From an optimization exercise on the open Yosys and OpenROAD flow, aimed at small area and a short achievable clock period; shortcuts taken in it are not production practice.
RTL that was checked went through simulation tests only; none was proved equivalent to the original.
The flow treats the clock pin as an ideal source, which a real chip does not have.
Power figures rest on the tool's default switching activity, not on a simulated workload.

==> inputs of job 4769 <==
==> flow/design.v <==
module g_inv(input a, output y);
    assign y = ~a;
endmodule
module g_nor3(input a, input b, input c, output y);
    assign y = ~(a | b | c);
endmodule
module g_nand4(input a, input b, input c, input d, output y);
    assign y = ~(a & b & c & d);
endmodule
module g_and2(input a, input b, output y);
    assign y = a & b;
endmodule
module g_aoi22(input a1, input a2, input b1, input b2, output y);
    assign y = ~((a1 & a2) | (b1 & b2));
endmodule
module g_aoi221(input a1, input a2, input b1, input b2, input c, output y);
    assign y = ~((a1 & a2) | (b1 & b2) | c);
endmodule
module dec_lo(input [2:0] a, output [7:0] lo);
    wire [2:0] an;
    genvar k;
    generate
        for (k = 0; k < 3; k = k + 1) begin : i
            g_inv m(.a(a[k]), .y(an[k]));
        end
        for (k = 0; k < 8; k = k + 1) begin : d
            g_nor3 m(.a(k & 1 ? an[0] : a[0]), .b(k & 2 ? an[1] : a[1]),
                     .c(k & 4 ? an[2] : a[2]), .y(lo[k]));
        end
    endgenerate
endmodule
module dec_hi(input [2:0] a, input enable, input read_write,
              output [7:0] hi, output [7:0] hw, output nrd);
    wire wr = enable & read_write;
    wire rd = enable & ~read_write;
    wire [7:0] h = 8'b1 << a;
    assign hi  = h & {8{rd}};
    assign hw  = h & {8{wr}};
    assign nrd = ~rd;
endmodule
module rd_grp(input [7:0] d, input [7:0] sel, output y);
    wire [3:0] z;
    g_aoi22 o0(.a1(d[0]), .a2(sel[0]), .b1(d[1]), .b2(sel[1]), .y(z[0]));
    g_aoi22 o1(.a1(d[2]), .a2(sel[2]), .b1(d[3]), .b2(sel[3]), .y(z[1]));
    g_aoi22 o2(.a1(d[4]), .a2(sel[4]), .b1(d[5]), .b2(sel[5]), .y(z[2]));
    g_aoi22 o3(.a1(d[6]), .a2(sel[6]), .b1(d[7]), .b2(sel[7]), .y(z[3]));
    g_nand4 n(.a(z[0]), .b(z[1]), .c(z[2]), .d(z[3]), .y(y));
endmodule
module rd_col(input [7:0] g, input [7:0] sel, input nrd, input q, output y);
    wire [3:0] z;
    g_aoi22  o0(.a1(g[0]), .a2(sel[0]), .b1(g[1]), .b2(sel[1]), .y(z[0]));
    g_aoi22  o1(.a1(g[2]), .a2(sel[2]), .b1(g[3]), .b2(sel[3]), .y(z[1]));
    g_aoi22  o2(.a1(g[4]), .a2(sel[4]), .b1(g[5]), .b2(sel[5]), .y(z[2]));
    wire h;
    g_and2   a(.a(q), .b(nrd), .y(h));
    g_aoi221 o3(.a1(g[6]), .a2(sel[6]), .b1(g[7]), .b2(sel[7]), .c(h), .y(z[3]));
    g_nand4 n(.a(z[0]), .b(z[1]), .c(z[2]), .d(z[3]), .y(y));
endmodule
module memory_design(output reg [7:0] data_output, input [7:0] data_input, input [5:0] address, input enable, read_write, clk);
    wire [7:0] lo [0:7];
    wire [7:0] hi, hw;
    wire       nrd;
    dec_hi dh(.a(address[5:3]), .enable(enable), .read_write(read_write),
              .hi(hi), .hw(hw), .nrd(nrd));
    wire [7:0] word [0:63];
    wire [7:0] grp  [0:7];
    wire [7:0] nxt;
    genvar i, j, b;
    generate
        for (j = 0; j < 8; j = j + 1) begin : dl
            dec_lo m(.a(address[2:0]), .lo(lo[j]));
        end
        for (i = 0; i < 64; i = i + 1) begin : w
            reg [7:0] q;
            wire we;
            g_and2 e(.a(hw[i/8]), .b(lo[i/8][i%8]), .y(we));
            always @(posedge clk)
                if (we)
                    q <= data_input;
            assign word[i] = q;
        end
        for (j = 0; j < 8; j = j + 1) begin : g
            for (b = 0; b < 8; b = b + 1) begin : c
                rd_grp m(.d({word[8*j+7][b], word[8*j+6][b], word[8*j+5][b], word[8*j+4][b],
                             word[8*j+3][b], word[8*j+2][b], word[8*j+1][b], word[8*j][b]}),
                         .sel(lo[j]), .y(grp[j][b]));
            end
        end
        for (b = 0; b < 8; b = b + 1) begin : r
            rd_col m(.g({grp[7][b], grp[6][b], grp[5][b], grp[4][b],
                         grp[3][b], grp[2][b], grp[1][b], grp[0][b]}),
                     .sel(hi), .nrd(nrd), .q(data_output[b]), .y(nxt[b]));
        end
    endgenerate
    always @(posedge clk)
        data_output <= nxt;
endmodule
==> flow/flow/run.sh <==
#!/bin/bash
# The standard layout with these changes:
# - the port buffers are buf_4 cells, not the resizer's default pick (a slow
#   delay buffer);
# - before floorplanning, combinational cells are set back to drive 1
#   (downsize.tcl), leaving their sizing to the flow's timing repairs;
# - the steps that size or insert cells don't use delay or low-power cells
#   (dontuse.tcl).
# Tool output goes to std.log.
F=$PWD/flow
bash standard.sh 'BUFFER_PORTS_ARGS=-buffer_cell sky130_fd_sc_hd__buf_4' \
  "PRE_FLOORPLAN_TCL=$F/pre_floorplan.tcl" \
  "PRE_GLOBAL_PLACE_TCL=$F/dontuse.tcl" \
  "PRE_RESIZE_TCL=$F/dontuse.tcl" \
  "PRE_DETAIL_PLACE_TCL=$F/dontuse.tcl" \
  "PRE_CTS_TCL=$F/dontuse.tcl" \
  "PRE_GLOBAL_ROUTE_TCL=$F/dontuse.tcl" \
  "PRE_REPAIR_TIMING_POST_PLACE_TCL=$F/dontuse.tcl" \
  finish > std.log 2>&1
==> flow/flow/dontuse.tcl <==
# Keep the timing repairs from picking slow delay and low-power cells for
# logic and port buffers.
set_dont_use {sky130_fd_sc_hd__clkinvlp_* sky130_fd_sc_hd__clkdlybuf4s* sky130_fd_sc_hd__dlygate* sky130_fd_sc_hd__dlymetal*}
==> flow/flow/downsize.tcl <==
# Before floorplanning: set every combinational cell that synthesis sized up
# back to its smallest (drive 1) variant of the same footprint; the timing
# repairs later in the flow size up what the layout's timing needs.
set db [ord::get_db]
set n 0
foreach inst [[ord::get_db_block] getInsts] {
  set name [[$inst getMaster] getName]
  if {![regexp {^(sky130_fd_sc_hd__[a-z0-9]+)_([0-9]+)$} $name -> base drive]} { continue }
  if {$drive == 1} { continue }
  if {[regexp {__(df|edf|sdf|sedf|dl|conb|tap|fill|decap|buf|clkbuf|clkdly|dlygate|dlymetal)} $base]} { continue }
  set m [$db findMaster ${base}_1]
  if {$m eq "NULL" || $m eq ""} { continue }
  $inst swapMaster $m
  incr n
}
puts "downsize.tcl: set $n cells to drive 1"
==> flow/flow/pre_floorplan.tcl <==
source [file join [file dirname [info script]] dontuse.tcl]
source [file join [file dirname [info script]] downsize.tcl]
==> flow/standard.sh <==
#!/bin/bash
# synth_recipe.tcl (not shown) runs the flow's synth.tcl, then flattens the netlist and writes it again
# the make line also repeats each setting of config.mk as NAME=value (left out here)
make -C /OpenROAD-flow-scripts/flow DESIGN_CONFIG=/design/flow/config.mk WORK_HOME=/design/flow/orfs CLKGATE_MAP_FILE= SYNTH_SCRIPT=/design/flow/synth_recipe.tcl "${@:-finish}"
==> flow/config.mk <==
export PLATFORM = sky130hd
export DESIGN_NAME = memory_design
export DESIGN_NICKNAME = memory_design
export VERILOG_FILES = /design/flow/design.v
export SDC_FILE = /design/flow/constraint.sdc
export NUM_CORES = 4
export LEC_CHECK = 0
export CAP_MARGIN = 20
export CORE_MARGIN = 2
export CORE_UTILIZATION = 60
export CTS_CLUSTER_DIAMETER = 100
export CTS_CLUSTER_SIZE = 30
export SETUP_SLACK_MARGIN = 1.4
export SLEW_MARGIN = 20
export SYNTH_HIERARCHICAL = 1
==> flow/constraint.sdc <==
create_clock -name core_clock -period 3.0 [get_ports {clk}]
set_input_delay 0.6000 -clock core_clock [delete_from_list [all_inputs] [get_ports {clk}]]
set_output_delay 0.6000 -clock core_clock [all_outputs]
set_load 0.01 [all_outputs]
==> inputs of job 1296, as changes to job 4769 <==
==> flow/design.v, changed modules only <==
module memory_design(output reg [7:0] data_output, input [7:0] data_input, input [5:0] address, input enable, read_write, clk);
    reg [7:0] memory[63:0];
    always @(posedge clk)
	begin
	    if (enable) 
		begin
		    if (read_write)
			memory[address] <= data_input;
		    else 
			data_output <= memory[address];
		end
	end
endmodule
// module g_inv removed
// module g_nor3 removed
// module g_nand4 removed
// module g_and2 removed
// module g_aoi22 removed
// module g_aoi221 removed
// module dec_lo removed
// module dec_hi removed
// module rd_grp removed
// module rd_col removed
==> flow/run.sh (new file) <==
#!/bin/bash
# synth_recipe.tcl (not shown) runs the flow's synth.tcl, then flattens the netlist and writes it again
# the make line also repeats each setting of config.mk as NAME=value (left out here)
make -C /OpenROAD-flow-scripts/flow DESIGN_CONFIG=/design/flow/config.mk WORK_HOME=/design/flow/orfs CLKGATE_MAP_FILE= SYNTH_SCRIPT=/design/flow/synth_recipe.tcl finish
- CORE_UTILIZATION: 60 -> 65
- CTS_BUF_LIST: not set -> sky130_fd_sc_hd__clkbuf_4 sky130_fd_sc_hd__clkbuf_8
- CTS_CLUSTER_DIAMETER: 100 -> not set
- CTS_CLUSTER_SIZE: 30 -> not set
- SETUP_SLACK_MARGIN: 1.4 -> 1.0
- SYNTH_HIERARCHICAL: 1 -> not set
removed: flow/flow/run.sh
removed: flow/flow/dontuse.tcl
removed: flow/flow/downsize.tcl
removed: flow/flow/pre_floorplan.tcl
removed: flow/standard.sh
==> inputs of job 9184, as changes to job 4769 <==
==> flow/design.v, changed modules only <==
module g_aoi222(input a1, input a2, input b1, input b2, input c1, input c2, output y);
    assign y = ~((a1 & a2) | (b1 & b2) | (c1 & c2));
endmodule
module rd_col(input [7:0] g, input [7:0] sel, input nrd, input q, output y);
    wire [3:0] z;
    g_aoi22  o0(.a1(g[0]), .a2(sel[0]), .b1(g[1]), .b2(sel[1]), .y(z[0]));
    g_aoi22  o1(.a1(g[2]), .a2(sel[2]), .b1(g[3]), .b2(sel[3]), .y(z[1]));
    g_aoi22  o2(.a1(g[4]), .a2(sel[4]), .b1(g[5]), .b2(sel[5]), .y(z[2]));
    g_aoi222 o3(.a1(g[6]), .a2(sel[6]), .b1(g[7]), .b2(sel[7]), .c1(q), .c2(nrd), .y(z[3]));
    g_nand4 n(.a(z[0]), .b(z[1]), .c(z[2]), .d(z[3]), .y(y));
endmodule
module memory_design(output reg [7:0] data_output, input [7:0] data_input, input [5:0] address, input enable, read_write, clk);
    wire [7:0] lo [0:3];
    wire [7:0] hi, hw;
    wire       nrd;
    dec_hi dh(.a(address[5:3]), .enable(enable), .read_write(read_write),
              .hi(hi), .hw(hw), .nrd(nrd));
    wire [7:0] word [0:63];
    wire [7:0] grp  [0:7];
    wire [7:0] nxt;
    genvar i, j, b;
    generate
        for (j = 0; j < 4; j = j + 1) begin : dl
            dec_lo m(.a(address[2:0]), .lo(lo[j]));
        end
        for (i = 0; i < 64; i = i + 1) begin : w
            reg [7:0] q;
            wire we;
            g_and2 e(.a(hw[i/8]), .b(lo[i/16][i%8]), .y(we));
            always @(posedge clk)
                if (we)
                    q <= data_input;
            assign word[i] = q;
        end
        for (j = 0; j < 8; j = j + 1) begin : g
            for (b = 0; b < 8; b = b + 1) begin : c
                rd_grp m(.d({word[8*j+7][b], word[8*j+6][b], word[8*j+5][b], word[8*j+4][b],
                             word[8*j+3][b], word[8*j+2][b], word[8*j+1][b], word[8*j][b]}),
                         .sel(lo[j/2]), .y(grp[j][b]));
            end
        end
        for (b = 0; b < 8; b = b + 1) begin : r
            rd_col m(.g({grp[7][b], grp[6][b], grp[5][b], grp[4][b],
                         grp[3][b], grp[2][b], grp[1][b], grp[0][b]}),
                     .sel(hi), .nrd(nrd), .q(data_output[b]), .y(nxt[b]));
        end
    endgenerate
    always @(posedge clk)
        data_output <= nxt;
endmodule
// module g_aoi221 removed
==> comparison table <==
Count of instances resized after the clock tree is built: job 1296 54; job 4769 89; job 9184 132
Filler cell count in the final layout: job 1296 1,688; job 4769 1,976; job 9184 1,876
Setup fix buffers added after clock tree synthesis: job 1296 2; job 4769 0; job 9184 35
Total number of vias: job 1296 12,200; job 4769 10,900; job 9184 10,600
Share of power burned in registers: job 1296 0.554; job 4769 0.653; job 9184 0.654
Sequential cell area: job 1296 15,600 µm²; job 4769 15,600 µm²; job 9184 15,600 µm²
Proportion of layout cells with a drive suffix above 1: job 1296 0.329; job 4769 0.282; job 9184 0.279
Rows: job 1296 64; job 4769 65; job 9184 64
Signal buffers: job 1296 158; job 4769 106; job 9184 139
CTS buffer count: job 1296 80; job 4769 21; job 9184 21
Power density over the cells: job 1296 596 nW/µm²; job 4769 557 nW/µm²; job 9184 554 nW/µm²
Relative slew margins: job 1296 0.325; job 4769 0.464; job 9184 0.465
Via count of the first global-routing pass: job 1296 11,900; job 4769 10,000; job 9184 10,100
Clock network power: job 1296 5450 µW; job 4769 3420 µW; job 9184 3420 µW
Met3 track utilization from global routing: job 1296 0.0839; job 4769 0.0389; job 9184 0.0351
Run status: job 1296 no timing/DRC/antenna violations; job 4769 no timing/DRC/antenna violations; job 9184 no timing/DRC/antenna violations
Smallest hold slack: job 1296 0.370 ns; job 4769 0.605 ns; job 9184 0.596 ns
Worst setup path class: job 1296 flop to flop; job 4769 flop to primary output; job 9184 primary input to flop
Clock slew seen by the registers of the worst setup and hold paths: job 1296 0.06 ns; job 4769 0.11 ns; job 9184 0.11 ns
Switching part of the total: job 1296 0.226; job 4769 0.218; job 9184 0.215
Crit path DAT: job 1296 2.36 ns; job 4769 1.09 ns; job 9184 2.35 ns
Uppermost signal routing layer after detailed routing: job 1296 met4; job 4769 met5; job 9184 met5
Only the layout flow was run in job 4769 and job 9184; the RTL was not checked for function there.

-- re-timing with driven ports --
The flow's constraints put no driver on any port. The routed layouts listed below were extracted and timed again, unchanged, in two steps.
Step 1 sets driving cells, clkbuf_16 on the clock port and buf_2 on the other inputs (assumed; they add their load-dependent delay and slew).
Step 2 times the ports against the registers' clock, not the clock port: input delays grow and output delays shrink by t, the midpoint of the rising clock arrivals with the driver on.
a / b / c = ideal / step 1 / step 2; a / b = the first two.
run | t (ns) | slack for setup (ns) | worst setup path after step 2 | slew at the worst register clock pin (ns) | worst data-port slew with drivers (ns)
job 4769 | 0.611 | 1.307 / 1.198 / 0.587 | input to register | 0.12 / 0.12 | 0.27
job 1296 | 0.647 | 0.953 / 0.824 / 0.177 | input to register | 0.07 / 0.07 | 0.19
job 9184 | 0.595 | 1.067 / 1.055 / 0.460 | input to register | 0.11 / 0.11 | 0.09
After both steps every run listed still meets setup and hold. The setup slack of job 1296, which loses most, moves by -0.129 ns with the drivers and by -0.776 ns with both steps.
